What follows belongs to an exercise in optimizing a design on an open flow for small area, a short achievable clock period and few clock cycles; a production flow would make more cautious choices. Power and IR drop assume default switching activity.

==> lagoon: inputs <==
==> flow/design.v (excerpt) <==
module md5(
    input clk,
    input reset_n,
    input done,
    input [63:0] pwd,
    output [127:0] hash_pwd,
    output en
);
reg [31:0] p, b, c, d;
reg [6:0] cnt;
reg en_r;
wire job = reset_n & done;
wire [6:0] cnt_n = !job ? 7'd0 : (cnt == 7'd68) ? cnt : cnt + 7'd1;
reg ld, hold, run, sel0, sel1;
reg [3:0] rf;      
reg [3:0] rj;      
reg [3:0] rt;      
always @(posedge clk) begin
    ld <= !job;
    hold <= (cnt_n == 7'd68);
    run <= (cnt_n >= 7'd1) && (cnt_n <= 7'd64);
    sel0 <= (cnt_n == 7'd0) | (cnt_n == 7'd19) | (cnt_n == 7'd41) | (cnt_n == 7'd48);
    sel1 <= (cnt_n == 7'd1) | (cnt_n == 7'd16) | (cnt_n == 7'd36) | (cnt_n == 7'd55);
    rf <= 4'd0; rj <= 4'd0; rt <= 4'd0;
    case (cnt_n)
        7'd1: begin rf <= 4'd1; rj <= 4'd1; rt <= 4'd8; end
        7'd2: begin rf <= 4'd1; rj <= 4'd2; rt <= 4'd8; end
        7'd3: begin rf <= 4'd1; rj <= 4'd4; rt <= 4'd8; end
        7'd4: begin rf <= 4'd1; rj <= 4'd8; rt <= 4'd4; end
        7'd5: begin rf <= 4'd1; rj <= 4'd1; rt <= 4'd8; end
        7'd6: begin rf <= 4'd1; rj <= 4'd2; rt <= 4'd8; end
        7'd7: begin rf <= 4'd1; rj <= 4'd4; rt <= 4'd8; end
        7'd8: begin rf <= 4'd1; rj <= 4'd8; rt <= 4'd4; end
        7'd9: begin rf <= 4'd1; rj <= 4'd1; rt <= 4'd8; end
        7'd10: begin rf <= 4'd1; rj <= 4'd2; rt <= 4'd8; end
        7'd11: begin rf <= 4'd1; rj <= 4'd4; rt <= 4'd8; end
        7'd12: begin rf <= 4'd1; rj <= 4'd8; rt <= 4'd4; end
        7'd13: begin rf <= 4'd1; rj <= 4'd1; rt <= 4'd8; end
        7'd14: begin rf <= 4'd1; rj <= 4'd2; rt <= 4'd8; end
        7'd15: begin rf <= 4'd1; rj <= 4'd4; rt <= 4'd8; end
        7'd16: begin rf <= 4'd1; rj <= 4'd8; rt <= 4'd4; end
        7'd17: begin rf <= 4'd2; rj <= 4'd1; rt <= 4'd2; end
        7'd18: begin rf <= 4'd2; rj <= 4'd2; rt <= 4'd1; end
  ...
Settings: LEC_CHECK=0, CAP_MARGIN=40, CORE_MARGIN=2, CORE_UTILIZATION=14, PLACE_DENSITY=0.25, SLEW_MARGIN=30; clock period 16.0 ns.
run.sh (not shown) runs the stock make flow with config.mk's settings and CLKGATE_MAP_FILE= SYNTH_SCRIPT=/design/flow/synth_recipe.tcl, a recipe that flattens the netlist after the stock synthesis.
==> onyx: changes against lagoon <==
--- a/flow/design.v
+++ b/flow/design.v
@@ -126,29 +126,37 @@
 assign kc[27] = (hi[0] & (lo[0] | lo[1])) | (hi[1] & (lo[2] | lo[3])) | hi[2] | (hi[3] & (lo[0] | lo[1] | lo[3])) | (hi[4] & (lo[3])) | (hi[5] & (lo[2])) | (hi[7] & (lo[0] | lo[1] | lo[3])) | (hi[8] & (lo[0] | lo[2] | lo[3])) | (hi[9] & (lo[1] | lo[3])) | (hi[10] & (lo[0] | lo[1])) | (hi[11] & (lo[0] | lo[2])) | (hi[12] & (lo[2] | lo[3])) | (hi[13] & (lo[1] | lo[2])) | (hi[14] & (lo[0] | lo[1] | lo[3])) | (hi[15] & (lo[1] | lo[2] | lo[3])) | (hi[16] & (lo[2] | lo[3]));
 assign kc[28] = (hi[0] & (lo[0])) | (hi[1] & (lo[0] | lo[3])) | (hi[2] & (lo[2])) | (hi[3] & (lo[1])) | (hi[4] & (lo[0])) | (hi[5] & (lo[0] | lo[2])) | (hi[6] & (lo[2])) | (hi[7] & (lo[1])) | (hi[8] & (lo[0] | lo[3])) | (hi[9] & (lo[2] | lo[3])) | (hi[10] & (lo[2])) | (hi[11] & (lo[0] | lo[2])) | (hi[12] & (lo[0] | lo[3])) | (hi[13] & (lo[2])) | (hi[14] & (lo[1])) | (hi[15] & (lo[0] | lo[1])) | (hi[16] & (lo[1] | lo[2]));
 assign kc[29] = (hi[0] & (lo[0] | lo[1] | lo[2])) | (hi[1] & (lo[0] | lo[2] | lo[3])) | (hi[2] & (lo[0] | lo[2])) | (hi[3] & (lo[0] | lo[1] | lo[2])) | (hi[4] & (lo[0] | lo[2] | lo[3])) | (hi[5] & (lo[3])) | (hi[6] & (lo[0] | lo[2])) | (hi[7] & (lo[0] | lo[1] | lo[2])) | (hi[8] & (lo[0] | lo[2] | lo[3])) | (hi[9] & (lo[0] | lo[2] | lo[3])) | (hi[10] & (lo[0] | lo[1])) | (hi[11] & (lo[1])) | (hi[12] & (lo[0] | lo[2] | lo[3])) | (hi[13] & (lo[0] | lo[2])) | (hi[14] & (lo[0] | lo[1] | lo[2])) | hi[15] | (hi[16] & (lo[0] | lo[3]));
 assign kc[30] = (hi[0] & (lo[1] | lo[3])) | (hi[1] & (lo[0] | lo[1] | lo[3])) | (hi[2] & (lo[0] | lo[2])) | (hi[3] & (lo[0] | lo[1] | lo[3])) | (hi[4] & (lo[0] | lo[1] | lo[3])) | (hi[5] & (lo[0] | lo[2] | lo[3])) | (hi[6] & (lo[1] | lo[2] | lo[3])) | (hi[7] & (lo[1] | lo[2])) | (hi[8] & (lo[0] | lo[2] | lo[3])) | (hi[9] & (lo[1] | lo[2])) | (hi[10] & (lo[1] | lo[2])) | (hi[11] & (lo[0] | lo[1] | lo[3])) | (hi[12] & (lo[0] | lo[1] | lo[3])) | (hi[13] & (lo[0] | lo[2])) | (hi[14] & (lo[0] | lo[1] | lo[3])) | (hi[15] & (lo[0] | lo[3])) | (hi[16] & (lo[0] | lo[3]));
 assign kc[31] = (hi[0] & (lo[1] | lo[3])) | (hi[1] & (lo[0] | lo[2] | lo[3])) | (hi[2] & (lo[1] | lo[2] | lo[3])) | (hi[3] & (lo[1] | lo[2])) | (hi[4] & (lo[0] | lo[1] | lo[3])) | (hi[5] & (lo[0] | lo[2] | lo[3])) | (hi[6] & (lo[1] | lo[2])) | (hi[7] & (lo[0] | lo[1] | lo[3])) | (hi[8] & (lo[0] | lo[1] | lo[3])) | (hi[9] & (lo[0] | lo[2] | lo[3])) | (hi[10] & (lo[1] | lo[2])) | (hi[11] & (lo[0] | lo[1] | lo[3])) | (hi[12] & (lo[0] | lo[2] | lo[3])) | (hi[13] & (lo[1] | lo[2] | lo[3])) | (hi[14] & (lo[1] | lo[2])) | (hi[15] & (lo[0] | lo[1] | lo[3])) | (hi[16] & (lo[2] | lo[3]));
 wire [31:0] m = ({32{sel0}} & pwd[63:32]) | ({32{sel1}} & pwd[31:0]);
 wire [31:0] x = ld ? 32'd0 : d;
-wire [31:0] p_next = (x + kc) + m;
-wire [31:0] f = ({32{rf[0]}} & ((b & c) | (~b & d)))
-              | ({32{rf[1]}} & ((d & b) | (~d & c)))
-              | ({32{rf[2]}} & (b ^ c ^ d))
-              | ({32{rf[3]}} & (c ^ (b | ~d)));
-wire [31:0] w = p + f;
+wire [31:0] p_next;
+md5_addp u_addp (.x(x), .y(kc), .z(m), .s(p_next));
+wire [31:0] u = ({32{rf[0]}} & c)
+              | ({32{rf[1]}} & (c | d))
+              | ({32{rf[2]}} & ~(c ^ d))
+              | ({32{rf[3]}} & ~c);
+wire [31:0] v = ({32{rf[0]}} & d)
+              | ({32{rf[1]}} & (c & ~d))
+              | ({32{rf[2]}} & (c ^ d))
+              | ({32{rf[3]}} & ~(c ^ d));
+wire [31:0] f = (b & u) | (~b & v);
+wire [31:0] w;
+md5_addw u_addw (.x(p), .y(f), .s(w));
 wire [31:0] wt = ({32{rt[0]}} & w)
                | ({32{rt[1]}} & {w[30:0], w[31]})
                | ({32{rt[2]}} & {w[29:0], w[31:30]})
                | ({32{rt[3]}} & {w[28:0], w[31:29]});
 wire [31:0] r = ({32{rj[0]}} & {wt[27:0], wt[31:28]})
               | ({32{rj[1]}} & {wt[22:0], wt[31:23]})
               | ({32{rj[2]}} & {wt[17:0], wt[31:18]})
               | ({32{rj[3]}} & {wt[11:0], wt[31:12]});
-wire [31:0] b_next = ({32{run}} & b) + r;
+wire [31:0] b_next;
+md5_addb u_addb (.x({32{run}} & b), .y(r), .s(b_next));
 always @(posedge clk) begin
     cnt <= cnt_n;
     en_r <= job && (cnt == 7'd67 || cnt == 7'd68);
 end
 always @(posedge clk) begin
     if (ld) begin
         p <= p_next;
@@ -165,7 +173,16 @@
 function [31:0] bswap(input [31:0] v);
     bswap = {v[7:0], v[15:8], v[23:16], v[31:24]};
 endfunction
 assign en = en_r;
 assign hash_pwd = {bswap({d[6:0], d[31:7]}), bswap(p),
                    bswap({b[16:0], b[31:17]}), bswap({c[11:0], c[31:12]})};
 endmodule
+module md5_addp(input [31:0] x, input [31:0] y, input [31:0] z, output [31:0] s);
+assign s = x + y + z;
+endmodule
+module md5_addw(input [31:0] x, input [31:0] y, output [31:0] s);
+assign s = x + y;
+endmodule
+module md5_addb(input [31:0] x, input [31:0] y, output [31:0] s);
+assign s = x + y;
+endmodule
==> amber: changes against lagoon <==
--- a/flow/design.v
+++ b/flow/design.v
@@ -126,29 +126,37 @@
 assign kc[27] = (hi[0] & (lo[0] | lo[1])) | (hi[1] & (lo[2] | lo[3])) | hi[2] | (hi[3] & (lo[0] | lo[1] | lo[3])) | (hi[4] & (lo[3])) | (hi[5] & (lo[2])) | (hi[7] & (lo[0] | lo[1] | lo[3])) | (hi[8] & (lo[0] | lo[2] | lo[3])) | (hi[9] & (lo[1] | lo[3])) | (hi[10] & (lo[0] | lo[1])) | (hi[11] & (lo[0] | lo[2])) | (hi[12] & (lo[2] | lo[3])) | (hi[13] & (lo[1] | lo[2])) | (hi[14] & (lo[0] | lo[1] | lo[3])) | (hi[15] & (lo[1] | lo[2] | lo[3])) | (hi[16] & (lo[2] | lo[3]));
 assign kc[28] = (hi[0] & (lo[0])) | (hi[1] & (lo[0] | lo[3])) | (hi[2] & (lo[2])) | (hi[3] & (lo[1])) | (hi[4] & (lo[0])) | (hi[5] & (lo[0] | lo[2])) | (hi[6] & (lo[2])) | (hi[7] & (lo[1])) | (hi[8] & (lo[0] | lo[3])) | (hi[9] & (lo[2] | lo[3])) | (hi[10] & (lo[2])) | (hi[11] & (lo[0] | lo[2])) | (hi[12] & (lo[0] | lo[3])) | (hi[13] & (lo[2])) | (hi[14] & (lo[1])) | (hi[15] & (lo[0] | lo[1])) | (hi[16] & (lo[1] | lo[2]));
 assign kc[29] = (hi[0] & (lo[0] | lo[1] | lo[2])) | (hi[1] & (lo[0] | lo[2] | lo[3])) | (hi[2] & (lo[0] | lo[2])) | (hi[3] & (lo[0] | lo[1] | lo[2])) | (hi[4] & (lo[0] | lo[2] | lo[3])) | (hi[5] & (lo[3])) | (hi[6] & (lo[0] | lo[2])) | (hi[7] & (lo[0] | lo[1] | lo[2])) | (hi[8] & (lo[0] | lo[2] | lo[3])) | (hi[9] & (lo[0] | lo[2] | lo[3])) | (hi[10] & (lo[0] | lo[1])) | (hi[11] & (lo[1])) | (hi[12] & (lo[0] | lo[2] | lo[3])) | (hi[13] & (lo[0] | lo[2])) | (hi[14] & (lo[0] | lo[1] | lo[2])) | hi[15] | (hi[16] & (lo[0] | lo[3]));
 assign kc[30] = (hi[0] & (lo[1] | lo[3])) | (hi[1] & (lo[0] | lo[1] | lo[3])) | (hi[2] & (lo[0] | lo[2])) | (hi[3] & (lo[0] | lo[1] | lo[3])) | (hi[4] & (lo[0] | lo[1] | lo[3])) | (hi[5] & (lo[0] | lo[2] | lo[3])) | (hi[6] & (lo[1] | lo[2] | lo[3])) | (hi[7] & (lo[1] | lo[2])) | (hi[8] & (lo[0] | lo[2] | lo[3])) | (hi[9] & (lo[1] | lo[2])) | (hi[10] & (lo[1] | lo[2])) | (hi[11] & (lo[0] | lo[1] | lo[3])) | (hi[12] & (lo[0] | lo[1] | lo[3])) | (hi[13] & (lo[0] | lo[2])) | (hi[14] & (lo[0] | lo[1] | lo[3])) | (hi[15] & (lo[0] | lo[3])) | (hi[16] & (lo[0] | lo[3]));
 assign kc[31] = (hi[0] & (lo[1] | lo[3])) | (hi[1] & (lo[0] | lo[2] | lo[3])) | (hi[2] & (lo[1] | lo[2] | lo[3])) | (hi[3] & (lo[1] | lo[2])) | (hi[4] & (lo[0] | lo[1] | lo[3])) | (hi[5] & (lo[0] | lo[2] | lo[3])) | (hi[6] & (lo[1] | lo[2])) | (hi[7] & (lo[0] | lo[1] | lo[3])) | (hi[8] & (lo[0] | lo[1] | lo[3])) | (hi[9] & (lo[0] | lo[2] | lo[3])) | (hi[10] & (lo[1] | lo[2])) | (hi[11] & (lo[0] | lo[1] | lo[3])) | (hi[12] & (lo[0] | lo[2] | lo[3])) | (hi[13] & (lo[1] | lo[2] | lo[3])) | (hi[14] & (lo[1] | lo[2])) | (hi[15] & (lo[0] | lo[1] | lo[3])) | (hi[16] & (lo[2] | lo[3]));
 wire [31:0] m = ({32{sel0}} & pwd[63:32]) | ({32{sel1}} & pwd[31:0]);
 wire [31:0] x = ld ? 32'd0 : d;
-wire [31:0] p_next = (x + kc) + m;
-wire [31:0] f = ({32{rf[0]}} & ((b & c) | (~b & d)))
-              | ({32{rf[1]}} & ((d & b) | (~d & c)))
-              | ({32{rf[2]}} & (b ^ c ^ d))
-              | ({32{rf[3]}} & (c ^ (b | ~d)));
-wire [31:0] w = p + f;
+wire [31:0] p_next;
+md5_addp u_addp (.x(x), .y(kc), .z(m), .s(p_next));
+wire [31:0] u = ({32{rf[0]}} & c)
+              | ({32{rf[1]}} & (c | d))
+              | ({32{rf[2]}} & ~(c ^ d))
+              | ({32{rf[3]}} & ~c);
+wire [31:0] v = ({32{rf[0]}} & d)
+              | ({32{rf[1]}} & (c & ~d))
+              | ({32{rf[2]}} & (c ^ d))
+              | ({32{rf[3]}} & ~(c ^ d));
+wire [31:0] f = (b & u) | (~b & v);
+wire [31:0] w;
+md5_addw u_addw (.x(p), .y(f), .s(w));
 wire [31:0] wt = ({32{rt[0]}} & w)
                | ({32{rt[1]}} & {w[30:0], w[31]})
                | ({32{rt[2]}} & {w[29:0], w[31:30]})
                | ({32{rt[3]}} & {w[28:0], w[31:29]});
 wire [31:0] r = ({32{rj[0]}} & {wt[27:0], wt[31:28]})
               | ({32{rj[1]}} & {wt[22:0], wt[31:23]})
               | ({32{rj[2]}} & {wt[17:0], wt[31:18]})
               | ({32{rj[3]}} & {wt[11:0], wt[31:12]});
-wire [31:0] b_next = ({32{run}} & b) + r;
+wire [31:0] b_next;
+md5_addb u_addb (.x({32{run}} & b), .y(r), .s(b_next));
 always @(posedge clk) begin
     cnt <= cnt_n;
     en_r <= job && (cnt == 7'd67 || cnt == 7'd68);
 end
 always @(posedge clk) begin
     if (ld) begin
         p <= p_next;
@@ -165,7 +173,16 @@
 function [31:0] bswap(input [31:0] v);
     bswap = {v[7:0], v[15:8], v[23:16], v[31:24]};
 endfunction
 assign en = en_r;
 assign hash_pwd = {bswap({d[6:0], d[31:7]}), bswap(p),
                    bswap({b[16:0], b[31:17]}), bswap({c[11:0], c[31:12]})};
 endmodule
+module md5_addp(input [31:0] x, input [31:0] y, input [31:0] z, output [31:0] s);
+assign s = x + y + z;
+endmodule
+module md5_addw(input [31:0] x, input [31:0] y, output [31:0] s);
+assign s = x + y;
+endmodule
+module md5_addb(input [31:0] x, input [31:0] y, output [31:0] s);
+assign s = x + y;
+endmodule
==> flow/flow/run.sh (new file) <==
#!/bin/bash
# Own flow: the standard layout (standard.sh, unchanged synthesis, SDC and
# clock period), with OpenROAD's timing repair asked to leave a larger setup
# margin than the standard settings allow, so that it works on the paths that
# set the achieved period. All tool output goes to standard.log here.
set -o pipefail
MARGIN=$(cat flow/margin.txt)
bash standard.sh SETUP_SLACK_MARGIN=$MARGIN finish > standard.log 2>&1
==> flow/flow/margin.txt (new file) <==
10
==> flow/standard.sh (new file) <==
#!/bin/bash
# synth_recipe.tcl (not shown) runs the flow's synth.tcl, then flattens the netlist and writes it again
# the make line also repeats each setting of config.mk as NAME=value (left out here)
make -C /OpenROAD-flow-scripts/flow DESIGN_CONFIG=/design/flow/config.mk WORK_HOME=/design/flow/orfs CLKGATE_MAP_FILE= SYNTH_SCRIPT=/design/flow/synth_recipe.tcl "${@:-finish}"
CORE_UTILIZATION = 40   (was 14)
PLACE_DENSITY = 0.6   (was 0.25)
removed: flow/run.sh
==> comparison table <==
quantity                                                                         onyx                  lagoon                   amber
Run status                                                             finished clean          finished clean          finished clean
Post-Synthesis Cell Area                                                    17800 µm²               18200 µm²               17800 µm²
Initial Util                                                                    14.2%                   14.1%                   40.4%
Required time reported for the critical path endpoint                        16420 ps                16420 ps                16390 ps
Leakage                                                                       8.83 nW                 8.50 nW                 10.1 nW
Violation count after the first detailed-routing iteration                       1638                    1782                    2220
Vias after detailed routing                                                     19031                   19689                   20590
Die boundary height                                                            361 µm                  365 µm                  215 µm
Simple-gate area share of the yosys netlist                                     18.9%                   24.1%                   18.9%
Yosys cell types                                                                   83                      90                      83
Area fraction of clock buffers and clock inverters                              2.78%                   2.59%                   2.20%
Placement-stage cell area                                                   21700 µm²               22000 µm²               20600 µm²
Share of the yosys chip area belonging to registers                             19.0%                   18.6%                   19.0%
Depth of the most critical reg-to-reg path                                         29                      30                      30
Combined buffer and inverter count along the critical path                          3                       2                       3
Post-Route Utilization                                                          17.8%                   17.5%                   56.0%
Total stage count of the critical path                                             29                      30                      30
Internal portion of total power                                             0.00115 W               0.00111 W               0.00137 W
Register-to-register setup slack                                              7210 ps                 7930 ps                 9140 ps
Max IR drop VDD                                                             0.0746 mV               0.0941 mV               0.0829 mV
Max stage delay cell, worst path                            sky130_fd_sc_hd__a211oi_1  sky130_fd_sc_hd__buf_4  sky130_fd_sc_hd__or3_4
Arr. time, crit path                                                          9210 ps                 8490 ps                 7250 ps
Clock Skews                                                                   17.5 ps                 25.7 ps                 24.0 ps
Post-synthesis cell count                                                        2319                    2505                    2319
No run of this note included a check of the RTL's function; only the layout flow was run.

[static timing again, ports no longer ideal]
In the flow no input, the clock included, has a driving cell. The finished layouts below were timed again as built, in two steps.
Step 1 sets driving cells, clkbuf_16 on the clock port and buf_2 on the other inputs (assumed; they add their load-dependent delay and slew).
Step 2 adds t to the input delays and takes it off the output delays; t is the mean of the earliest and latest rising clock arrival at the registers after step 1. Input paths then give back, and output paths get back, about the clock's delay inside the block.
a / b / c = ideal / step 1 / step 2; a / b = the first two.
| run | shift t [ns] | setup WS [ns] | worst setup path after step 2 | clock arrival spread, ns |
|---|---|---|---|---|
| lagoon | 0.571 | 7.931 / 7.931 / 7.439 | input to register | 0.026 / 0.026 |
| onyx | 0.562 | 7.209 / 7.209 / 7.209 | register to register | 0.020 / 0.019 |
| amber | 0.543 | 9.143 / 9.143 / 9.143 | register to register | 0.024 / 0.024 |
After both steps setup and hold are still met in every run listed. For lagoon, which loses most, drivers alone change the setup slack by 0.000 ns; drivers and shift together by -0.492 ns.
